What follows belongs to an exercise in optimizing a design on an open flow for small area; a production flow would make more cautious choices. RTL that was checked went through simulation tests only; none was proved equivalent to the original. The RTL of run 1 was laid out without a check of its function. Power figures rest on the tool's default switching activity, not on a simulated workload.

==> flow/design.v <==
module arbiter (
    input  wire [1:0] dens_N, dens_E, dens_S, dens_W,
    input  wire       ped_N, ped_E, ped_S, ped_W,
    input  wire       emergency_N, emergency_E, emergency_S, emergency_W,
    output wire       grant_N, grant_E, grant_S, grant_W
);
    function ge;    
        input [3:0] a, b;
        reg g3, e3, g2, e2, g1, e1, g0;
        begin
            g3 = a[3] & ~b[3]; e3 = ~(a[3] ^ b[3]);
            g2 = a[2] & ~b[2]; e2 = ~(a[2] ^ b[2]);
            g1 = a[1] & ~b[1]; e1 = ~(a[1] ^ b[1]);
            g0 = a[0] | ~b[0];
            ge = g3 | e3 & (g2 | e2 & (g1 | e1 & g0));
        end
    endfunction
    wire [3:0] kN = {emergency_N, dens_N[1] & ped_N, dens_N[1] ^ ped_N, dens_N[0]};
    wire [3:0] kE = {emergency_E, dens_E[1] & ped_E, dens_E[1] ^ ped_E, dens_E[0]};
    wire [3:0] kS = {emergency_S, dens_S[1] & ped_S, dens_S[1] ^ ped_S, dens_S[0]};
    wire [3:0] kW = {emergency_W, dens_W[1] & ped_W, dens_W[1] ^ ped_W, dens_W[0]};
    wire ne = ge(kN, kE);
    wire sw = ge(kS, kW);
    wire [3:0] k1 = ne ? kN : kE;
    wire [3:0] k2 = sw ? kS : kW;
    wire t = ge(k1, k2);
    assign grant_N = t & ne;
    assign grant_E = t & ~ne;
    assign grant_S = ~t & sw;
    assign grant_W = ~t & ~sw;
endmodule
module lane_n (
    input  wire       clk,
    input  wire       reset,
    input  wire       grant,
    input  wire       ped_req,
    input  wire [1:0] density,
    output reg        green,
    output reg        yellow,
    output wire       red
);
    reg  [8:0] c;
    reg  [8:0] lg;
    always @(*) begin
        case ({density, ped_req})
            3'd0: lg = 9'd343;
            3'd1: lg = 9'd92;
            3'd2: lg = 9'd92;
            3'd3: lg = 9'd367;
            3'd4: lg = 9'd367;
            3'd5: lg = 9'd62;
            3'd6: lg = 9'd62;
            3'd7: lg = 9'd318;
            default: lg = 9'd0;
        endcase
    end
    wire g_end = ~c[0] & ~c[1] & ~c[2] & c[3] & c[4] & ~c[5] & ~c[8];
    wire y_end = c[1] & c[3] & c[6];
    assign red = ~(green | yellow);
    always @(posedge clk or posedge reset) begin
        if (reset) begin
            green  <= 1'b0;
            yellow <= 1'b0;
        end else begin
            green  <= (red & grant) | (green & ~g_end);
            yellow <= (green & g_end) | (yellow & ~y_end);
        end
    end
    always @(posedge clk)
        c <= red ? lg : {c[7:0], c[8] ^ c[3]};
endmodule
module lane_esw (
    input  wire       clk,
    input  wire       reset,
    input  wire       grant,
    input  wire       ped_req,
    input  wire [1:0] density,
    output reg        green,
    output reg        yellow,
    output wire       red
);
    reg  [7:0] c;
    reg  [7:0] lg;
    always @(*) begin
        case ({density, ped_req})
            3'd0: lg = 8'd87;
            3'd1: lg = 8'd77;
            3'd2: lg = 8'd77;
            3'd3: lg = 8'd173;
            3'd4: lg = 8'd173;
            3'd5: lg = 8'd53;
            3'd6: lg = 8'd53;
            3'd7: lg = 8'd45;
            default: lg = 8'd0;
        endcase
    end
    wire g_end = ~c[0] & ~c[1] & ~c[4] & ~c[6] & ~c[7];
    wire y_end = c[0] & c[2] & c[3];
    assign red = ~(green | yellow);
    always @(posedge clk or posedge reset) begin
        if (reset) begin
            green  <= 1'b0;
            yellow <= 1'b0;
        end else begin
            green  <= (red & grant) | (green & ~g_end);
            yellow <= (green & g_end) | (yellow & ~y_end);
        end
    end
    always @(posedge clk)
        c <= red ? lg : {c[6:0], ~(c[7] ^ c[2])};
endmodule
module top (
    input  wire clk,
    input  wire reset,
    input  wire [1:0] sensor_N,
    input  wire [1:0] sensor_E,
    input  wire [1:0] sensor_S,
    input  wire [1:0] sensor_W,
    input  wire       ped_N,
    input  wire       ped_E,
    input  wire       ped_S,
    input  wire       ped_W,
    input  wire       emergency_N,
    input  wire       emergency_E,
    input  wire       emergency_S,
    input  wire       emergency_W,
    output wire green_N, yellow_N, red_N,
    output wire green_E, yellow_E, red_E,
    output wire green_S, yellow_S, red_S,
    output wire green_W, yellow_W, red_W
);
    wire grant_N, grant_E, grant_S, grant_W;
    arbiter arb_u (
        .dens_N(sensor_N), .dens_E(sensor_E), .dens_S(sensor_S), .dens_W(sensor_W),
        .ped_N(ped_N), .ped_E(ped_E), .ped_S(ped_S), .ped_W(ped_W),
        .emergency_N(emergency_N), .emergency_E(emergency_E), .emergency_S(emergency_S), .emergency_W(emergency_W),
        .grant_N(grant_N), .grant_E(grant_E), .grant_S(grant_S), .grant_W(grant_W)
    );
    lane_n laneN(
        .clk(clk), .reset(reset), .grant(grant_N), .ped_req(ped_N), .density(sensor_N),
        .green(green_N), .yellow(yellow_N), .red(red_N)
    );
    lane_esw laneE(
        .clk(clk), .reset(reset), .grant(grant_E), .ped_req(ped_E), .density(sensor_E),
        .green(green_E), .yellow(yellow_E), .red(red_E)
    );
    lane_esw laneS(
        .clk(clk), .reset(reset), .grant(grant_S), .ped_req(ped_S), .density(sensor_S),
        .green(green_S), .yellow(yellow_S), .red(red_S)
    );
    lane_esw laneW(
        .clk(clk), .reset(reset), .grant(grant_W), .ped_req(ped_W), .density(sensor_W),
        .green(green_W), .yellow(yellow_W), .red(red_W)
    );
endmodule
==> flow/run.sh <==
#!/bin/bash
# synth_recipe.tcl (not shown) runs the flow's synth.tcl, then flattens the netlist and writes it again
# the make line also repeats each setting of config.mk as NAME=value (left out here)
make -C /OpenROAD-flow-scripts/flow DESIGN_CONFIG=/design/flow/config.mk WORK_HOME=/design/flow/orfs CLKGATE_MAP_FILE= SYNTH_SCRIPT=/design/flow/synth_recipe.tcl finish
==> flow/config.mk <==
export PLATFORM = sky130hd
export DESIGN_NAME = top
export DESIGN_NICKNAME = top
export VERILOG_FILES = /design/flow/design.v
export SDC_FILE = /design/flow/constraint.sdc
export NUM_CORES = 4
export LEC_CHECK = 0
export ABC_AREA = 1
export CAP_MARGIN = 20
export CORE_MARGIN = 2
export CORE_UTILIZATION = 40
export SLEW_MARGIN = 20
==> flow/constraint.sdc <==
create_clock -name core_clock -period 6.0 [get_ports {clk}]
set_input_delay 1.2000 -clock core_clock [delete_from_list [all_inputs] [get_ports {clk}]]
set_output_delay 1.2000 -clock core_clock [all_outputs]
set_load 0.01 [all_outputs]
==> impl_metrics.ini, run 1 <==
[global_routing]
antenna_found_initial = 0
grt_use_total = 0.143
overflow = 0
grt_max_degree = 13
grt_pass1_vias = 1625
grt_pass1_wl_mm = 6.89

[floorplan]
die_y_microns = 77.6
core_area_sq_mm = 0.00517
rows = 26
dieWidth_microns = 77.6
start_util = 0.419
dieArea_sq_mm = 0.00602
io-pin-count = 30

[critical_path]
reg2reg_depth = 5
crit_start = sensor_S[1]
cp_data_required_time_ns = 6.19
reg2reg_from = laneN.green
endpoint_kind = flip-flop
cp-endpoint = laneE.green
path_max_fanout = 5
r2r_setup_slack_ns = 4.42
crit_path_start_kind = primary input
crit_type = in -> reg
worst_ep_arrival_time_ns = 3.62
reg2reg_to = laneN.green

[logic_synthesis]
yosys-top-cells-count = inv_1 (57), nand2_1 (55), dfxtp_1 (33), o21ai_0 (32), ha_1 (28)
yosysMostFrequentCell = inv_1
synth-main-ff-cell = dfxtp_1
synth_cell_types = 22
synth_enable_flop_cells = 0
netlist_area_sq_mm = 0.00217
synthArstFlopShare = 0.195
seq_area_frac_synth = 0.397
synth-seq-cells = 41
syn_avg_cell_area_sq_um = 7.58
synth_cells = 286
synth_area_leaders = dfxtp_1 (30%), ha_1 (16%), inv_1 (9.9%)
yosys_warnings = 3
yosysTopAreaCellShare = 0.305
synthesis.nets = 332
synth_area_leader_cell = dfxtp_1

[route]
via_count = 1727
ant_nets = 0
drcViolationCount = 0
initialDrtViolationCount = 39
viasPerCell = 4.42
first_pass_iters = 4
detail_route.wl_per_cell_microns = 9.70
drt-total-wl_mm = 3.79

[clocking]
cts_root_buf = clkbuf_8
cts_max_path_buffers = 2
cts_tree = yes
cts_buffers = 5
clock_latency_ns = 0.29
cts_sinks = 41
cts_resized = 0
clk_pin_slew_ns = 0.08
holdBufCountCts = 0
htree_levels = 2
cts_setup_buffers = 0

[pwr]
irDropWorstVdd_v = 0.000128
power.density_mw_per_mm2 = 254
p_leak_uw = 0.00133
fin_total_pwr_uw = 666

[finish]
n_fill_cell = 529
multi_input_area_sq_mm = 0.00104
nNetsFinal = 366
drive_above_1_share = 0.0748
regArea_sq_um = 861
area_delta_synth_final_pct = 20.9
antenna_cells = 0

[timing]
timing.setup.tns_ns = 0
clock.fmax_mhz = 292
period_share = 0.571
min_period_ns = 3.42
max_slew.worst_pin.slew_ns = 0.638
skew_ns = 0.00565
setup_viol_count_final = 0
hold_viol = 0
slew_violations = 0
rsz0062_at_grt = false
relSlewSlack = 0.573

[flow_run]
drv_cap = 0

[hold_path]
hp-class = reg -> reg

[placed_design]
hpwl_mm = 3.10
routabilityCongestion = 0.810
io_buffers = 29

[outcome]
status = timing/DRC/antenna clean
cell families (layout without fill, tap and decap cells):
logic type / count (synthesis) / in the layout / synth area share
adder cells (fa/ha/maj): 28 / 28 / 0.162
flip-flops: 41 / 41 / 0.397
AO/OA/AOI/OAI: 47 / 47 / 0.117
buffers and inverters: 67 / 102 / 0.124
AND/OR/NAND/NOR: 103 / 103 / 0.200
layer usage:
metal | global-route usage | wire (microns) | vias up | share of wire
met2 | 0.219 | 1590 | 24 | 0.42
met5 | 0 | 0 | - | 0
met4 | 0.0696 | 86 | 0 | 0.023
met3 | 0.0360 | 119 | 6 | 0.031
met1 | 0.188 | 2000 | 749 | 0.53
li1 | - | - | 948 | -
how the worst min path moves through the flow:
stage / start / endpoint / slack, ns / cells after the start
2_1_floorplan: laneN.c[7] / laneN.c[8] / 0.41 / 2
3_3_place_gp: laneN.c[7] / laneN.c[8] / 0.41 / 2
5_1_grt: laneE.c[1] / laneE.c[2] / 0.46 / 1
3_5_place_dp: laneN.c[7] / laneN.c[8] / 0.42 / 2
6_report: laneN.c[7] / laneN.c[8] / 0.43 / 2
4_1_cts: laneN.c[7] / laneN.c[8] / 0.43 / 2
flip-flops by register name, indices dropped and copies added, names as in the netlist:
signal and flops:
laneE.yellow 1, laneN.yellow 1, laneW.green 1, laneS.yellow 1
laneS.c 8, laneE.green 1, laneS.green 1, laneN.c 9
laneE.c 8, laneW.yellow 1, laneN.green 1, laneW.c 8
report_power, final:
| part | switching, uW | total [uW] | internal (uW) | leakage [uW] |
|---|---|---|---|---|
| Sequential | 17.8 | 327 | 310 | 0.000369 |
| Combinational | 91.5 | 167 | 75.9 | 0.000919 |
| Clock | 91.0 | 172 | 80.6 | 0.0000450 |
cell type report:
class                      instances  share of cell area
multi-input combinational        178               0.396
sequential                        41               0.329
timing repair buffer              29               0.111
inverter                          65              0.0998
tap                               70              0.0334
clock buffer                       6              0.0277
clock inverter                     2             0.00382
placed cells by master (no fill, tap or decap):
cell type        synthesis  final
inv_1                   57     57
nand2_1                 55     55
dfxtp_1                 33     33
o21ai_0                 32     32
clkdlybuf4s50_1          0     29
ha_1                    28     28
nor2_1                  25     25
nand3_1                 12     12
dfrtp_1                  8      8
a21oi_1                  6      6
nand2_2                  6      6
inv_2                    5      5
clkbuf_8                 0      5
o31ai_1                  4      4
a22oi_1                  3      3
or2_2                    3      3
clkinv_2                 0      2
a31oi_1                  1      1
clkinv_8                 1      1
clkinv_4                 1      1
nand2_4                  1      1
o21ai_1                  1      1
clkinv_1                 1      1
nor3_1                   1      1
clkbuf_1                 2      1
through the flow:
stage | setup WS [ns] | instances | hold WS [ns] | utilization | cell area (sq um)
2_1_floorplan | 2.95 | 286 | 0.406 | - | 2170
3_3_place_gp | 2.28 | 383 | 0.408 | 0.491 | 2540
5_1_grt | 2.28 | 391 | 0.459 | 0.507 | 2620
6_report | 2.58 | 391 | 0.432 | 0.507 | 2620
3_5_place_dp | 2.24 | 383 | 0.417 | 0.491 | 2540
4_1_cts | 2.56 | 391 | 0.435 | 0.507 | 2620
worst max-delay path: stages:
cell	delay, ns
clkdlybuf4s50_1	0.47
ha_1	0.35
ha_1	0.29
o21ai_1	0.08
nand2_1	0.06
nand2_1	0.05
nand2_1	0.06
nand2_2	0.06
nand2_2	0.06
inv_1	0.11
nand2_1	0.06
o21ai_0	0.08
ha_1	0.25
nand2_1	0.06
nand2_1	0.04
nand2_1	0.05
nand2_1	0.05
nand2_2	0.08
nand2_2	0.05
nand2_1	0.05
nand2_1	0.04
==> inputs of run 2 (changes only) <==
--- a/flow/design.v
+++ b/flow/design.v
@@ -4,26 +4,15 @@
     input  wire       emergency_N, emergency_E, emergency_S, emergency_W,
     output wire       grant_N, grant_E, grant_S, grant_W
 );
-    function ge;    
-        input [3:0] a, b;
-        reg g3, e3, g2, e2, g1, e1, g0;
-        begin
-            g3 = a[3] & ~b[3]; e3 = ~(a[3] ^ b[3]);
-            g2 = a[2] & ~b[2]; e2 = ~(a[2] ^ b[2]);
-            g1 = a[1] & ~b[1]; e1 = ~(a[1] ^ b[1]);
-            g0 = a[0] | ~b[0];
-            ge = g3 | e3 & (g2 | e2 & (g1 | e1 & g0));
-        end
-    endfunction
-    wire [3:0] kN = {emergency_N, dens_N[1] & ped_N, dens_N[1] ^ ped_N, dens_N[0]};
-    wire [3:0] kE = {emergency_E, dens_E[1] & ped_E, dens_E[1] ^ ped_E, dens_E[0]};
-    wire [3:0] kS = {emergency_S, dens_S[1] & ped_S, dens_S[1] ^ ped_S, dens_S[0]};
-    wire [3:0] kW = {emergency_W, dens_W[1] & ped_W, dens_W[1] ^ ped_W, dens_W[0]};
-    wire ne = ge(kN, kE);
-    wire sw = ge(kS, kW);
+    wire [3:0] kN = {emergency_N, {1'b0, dens_N} + {ped_N, 1'b0}};
+    wire [3:0] kE = {emergency_E, {1'b0, dens_E} + {ped_E, 1'b0}};
+    wire [3:0] kS = {emergency_S, {1'b0, dens_S} + {ped_S, 1'b0}};
+    wire [3:0] kW = {emergency_W, {1'b0, dens_W} + {ped_W, 1'b0}};
+    wire ne = kN >= kE;
+    wire sw = kS >= kW;
     wire [3:0] k1 = ne ? kN : kE;
     wire [3:0] k2 = sw ? kS : kW;
-    wire t = ge(k1, k2);
+    wire t = k1 >= k2;
     assign grant_N = t & ne;
     assign grant_E = t & ~ne;
     assign grant_S = ~t & sw;
--- a/flow/config.mk
+++ b/flow/config.mk
@@ -5,7 +5,6 @@
 export SDC_FILE = /design/flow/constraint.sdc
 export NUM_CORES = 4
 export LEC_CHECK = 0
-export ABC_AREA = 1
 export CAP_MARGIN = 20
 export CORE_MARGIN = 2
 export CORE_UTILIZATION = 40
==> impl_metrics.ini, run 2 <==
[timing]
skew_ns = 0.00453
clock.fmax_mhz = 237
rsz0062_at_grt = false
max_slew.worst_pin.slew_ns = 0.753
setup_viol_count_final = 0
slew_violations = 0
min_period_ns = 4.21
hold_viol = 0
relSlewSlack = 0.496
period_share = 0.702
timing.setup.tns_ns = 0

[critical_path]
path_cells = clkdlybuf4s50_1 -> ha_1 -> inv_1 -> ha_1 -> a2111oi_0 -> or3_1 -> mux2i_1 -> ha_1 -> or2_2 -> a21oi_1 -> a21oi_1 -> a32o_1
worst_ep_arrival_time_ns = 4.39
cp_data_required_time_ns = 6.18
endpoint_kind = flip-flop
path_max_fanout = 6
r2r_setup_slack_ns = 4.36
cp_top_family = compound AO/OA/AOI/OAI gates
max_stage_delay_ns = 0.54
crit_type = in -> reg
cpMostUsedCell = ha_1
cp_slowest_cell = clkdlybuf4s50_1
critPathBufInv = 2
crit_path_start_kind = primary input

[flow_run]
drv_cap = 0

[logic_synthesis]
synth_cells = 224
yosys-top-cells-count = dfxtp_1 (33), ha_1 (29), inv_1 (21), nand2_1 (21)
synth_area_leaders = dfxtp_1 (30%), ha_1 (17%), dfrtp_1 (9.2%)
synth_enable_flop_cells = 0
yosysMostFrequentCell = dfxtp_1
syn_avg_cell_area_sq_um = 9.71
synthesis.nets = 271
yosys_warnings = 2
seq_area_frac_synth = 0.396
yosysTopAreaCellShare = 0.304
netlist_area_sq_mm = 0.00218
synth_cell_types = 36
synth-seq-cells = 41
synthArstFlopShare = 0.195
synth-main-ff-cell = dfxtp_1
synth_area_leader_cell = dfxtp_1

[global_routing]
antenna_found_initial = 0
grt_pass1_vias = 1532
grt_use_total = 0.141
grt_pass1_wl_mm = 6.81
overflow = 0
grt_max_degree = 14

[outcome]
status = timing/DRC/antenna clean

[route]
initialDrtViolationCount = 44
via_count = 1563
drcViolationCount = 0
ant_nets = 0
detail_route.wl_per_cell_microns = 11.7
viasPerCell = 4.79
first_pass_iters = 4
drt-total-wl_mm = 3.80

[floorplan]
die_y_microns = 77.8
io-pin-count = 30
dieWidth_microns = 77.8
start_util = 0.421
core_area_sq_mm = 0.00517
rows = 26
dieArea_sq_mm = 0.00605

[clocking]
cts_buffers = 5
htree_levels = 2
cts_root_buf = clkbuf_8
cts_max_path_buffers = 2
cts_resized = 0
cts_sinks = 41
holdBufCountCts = 0
cts_setup_buffers = 0
cts_tree = yes
clock_latency_ns = 0.29
clk_pin_slew_ns = 0.07

[placed_design]
routabilityCongestion = 0.740
io_buffers = 29
placed_area_sq_mm = 0.00253
hpwl_mm = 2.97

[finish]
fin_area_sq_mm = 0.00265
area_delta_synth_final_pct = 21.7
largest_reg_flops = 9
mostFrequentLayoutCells = dfxtp_1 (33), ha_1 (29), clkdlybuf4s50_1 (29), inv_1 (21), nand2_1 (21)
nNetsFinal = 302
regMostFlops = laneN.c
antenna_cells = 0
drive_above_1_share = 0.0898
final_common_cell = dfxtp_1

[pwr]
irDropWorstVdd_v = 0.000215
p_leak_uw = 0.00125
power.density_mw_per_mm2 = 437

[hold_path]
hp-class = reg -> reg
## run 2: changes by cell type in the layout (fill, tap and decap cells not counted), moves of 5 or more
cell / before / now
inv_1: 57 / 21
nor2_1: 25 / 16
nand3_1: 12 / 4
nor3_1: 1 / 7
nand2_1: 55 / 21
mux2i_1: 0 / 12
nand2_2: 6 / 0
inv_2: 5 / 0
o21ai_0: 32 / 16
## run 2: routing by layer
layer  share of wire  track usage  wire length (microns)
met5               0            0                      0
met4           0.019       0.0696                     72
met3           0.045       0.0360                    172
met2            0.40        0.209                   1520
met1            0.53        0.189                   2030
## run 2: cells by family (layout without fill, tap and decap cells)
kind of cell,after synthesis,count (layout),synth area share
and+or+nand+nor,69,69,0.162
muxes,19,19,0.0966
xor gates and xnor gates,4,4,0.0161
adders and majority gates,29,29,0.167
buffers and inverters,26,58,0.0466
AOI/OAI and AO/OA,36,36,0.117
DFF,41,41,0.396
## run 2: metrics by stage
stage | hold WS (ns) | utilization | std cells | worst slack (ns) | total power (uW)
final | 0.428 | 0.512 | 326 | 1.79 | 1160
after global routing | 0.440 | 0.512 | 326 | 1.51 | 1260
after global placement | 0.411 | 0.489 | 318 | 1.56 | 939
after detailed placement | 0.417 | 0.489 | 318 | 1.46 | 943
after floorplan | 0.403 | - | 224 | 2.24 | 788
after CTS | 0.435 | 0.512 | 326 | 1.78 | 1170
## run 2: path summary, 6_finish.rpt
| kind | startpoint | to | cells after the start |
|---|---|---|---|
| worst min register to register | laneE.c[5] | laneE.c[6] | 1 |
| min in group asynchronous | reset | laneS.yellow | 2 |
| worst max register to register | laneN.green | laneN.c[0] | 3 |
| worst min-delay path | laneE.c[5] | laneE.c[6] | 1 |
| worst max-delay path | sensor_W[1] | laneN.green | 12 |
| max in group asynchronous | reset | laneE.green | 2 |
## run 2: power by group
part	internal (uW)	total [uW]	switching (uW)	leakage, uW
combinational	223	431	208	0.000819
sequential	415	500	85.0	0.000375
clock	136	227	91.7	0.0000585
## run 2: cell type report
| class | count | area [sq um] |
|---|---|---|
| fill | 485 | 2520 |
| multi-input combinational | 157 | 1210 |
| sequential | 41 | 861 |
| timing repair buffer | 29 | 290 |
| tap | 70 | 87.6 |
| clock buffer | 7 | 86.3 |
| inverter | 21 | 78.8 |
| clock inverter | 1 | 30.0 |

-- port drivers added, routing unchanged --
The results above use ideal ports. As a check the final layouts listed here were re-extracted and re-timed, cells and wires unchanged.
Step 1 (the two cells are an assumption about what drives the block):
set clk [get_ports {clk}]
set_driving_cell -lib_cell sky130_fd_sc_hd__clkbuf_16 $clk
set_driving_cell -lib_cell sky130_fd_sc_hd__buf_2 [delete_from_list [all_inputs] $clk]
Step 2 moves the port delays by t, midway between the first and last clock arrival at a register: inputs arrive t later, outputs are due t later. That takes back most of the time a late clock gives input paths.
Three values: no drivers, after step 1, after step 2; two values: the first two.
run | t, ns | slack for setup (ns) | worst hold slack (ns) | clock arrival spread, ns
run 1 | 0.318 | 2.577 / 2.582 / 2.264 | 0.432 / 0.432 / 0.432 | 0.006 / 0.005
run 2 | 0.315 | 1.788 / 1.793 / 1.479 | 0.428 / 0.428 / 0.428 | 0.008 / 0.007
After both steps setup and hold are still met in every run listed. For run 1, which loses most, drivers alone change the setup slack by +0.005 ns; drivers and shift together by -0.313 ns.
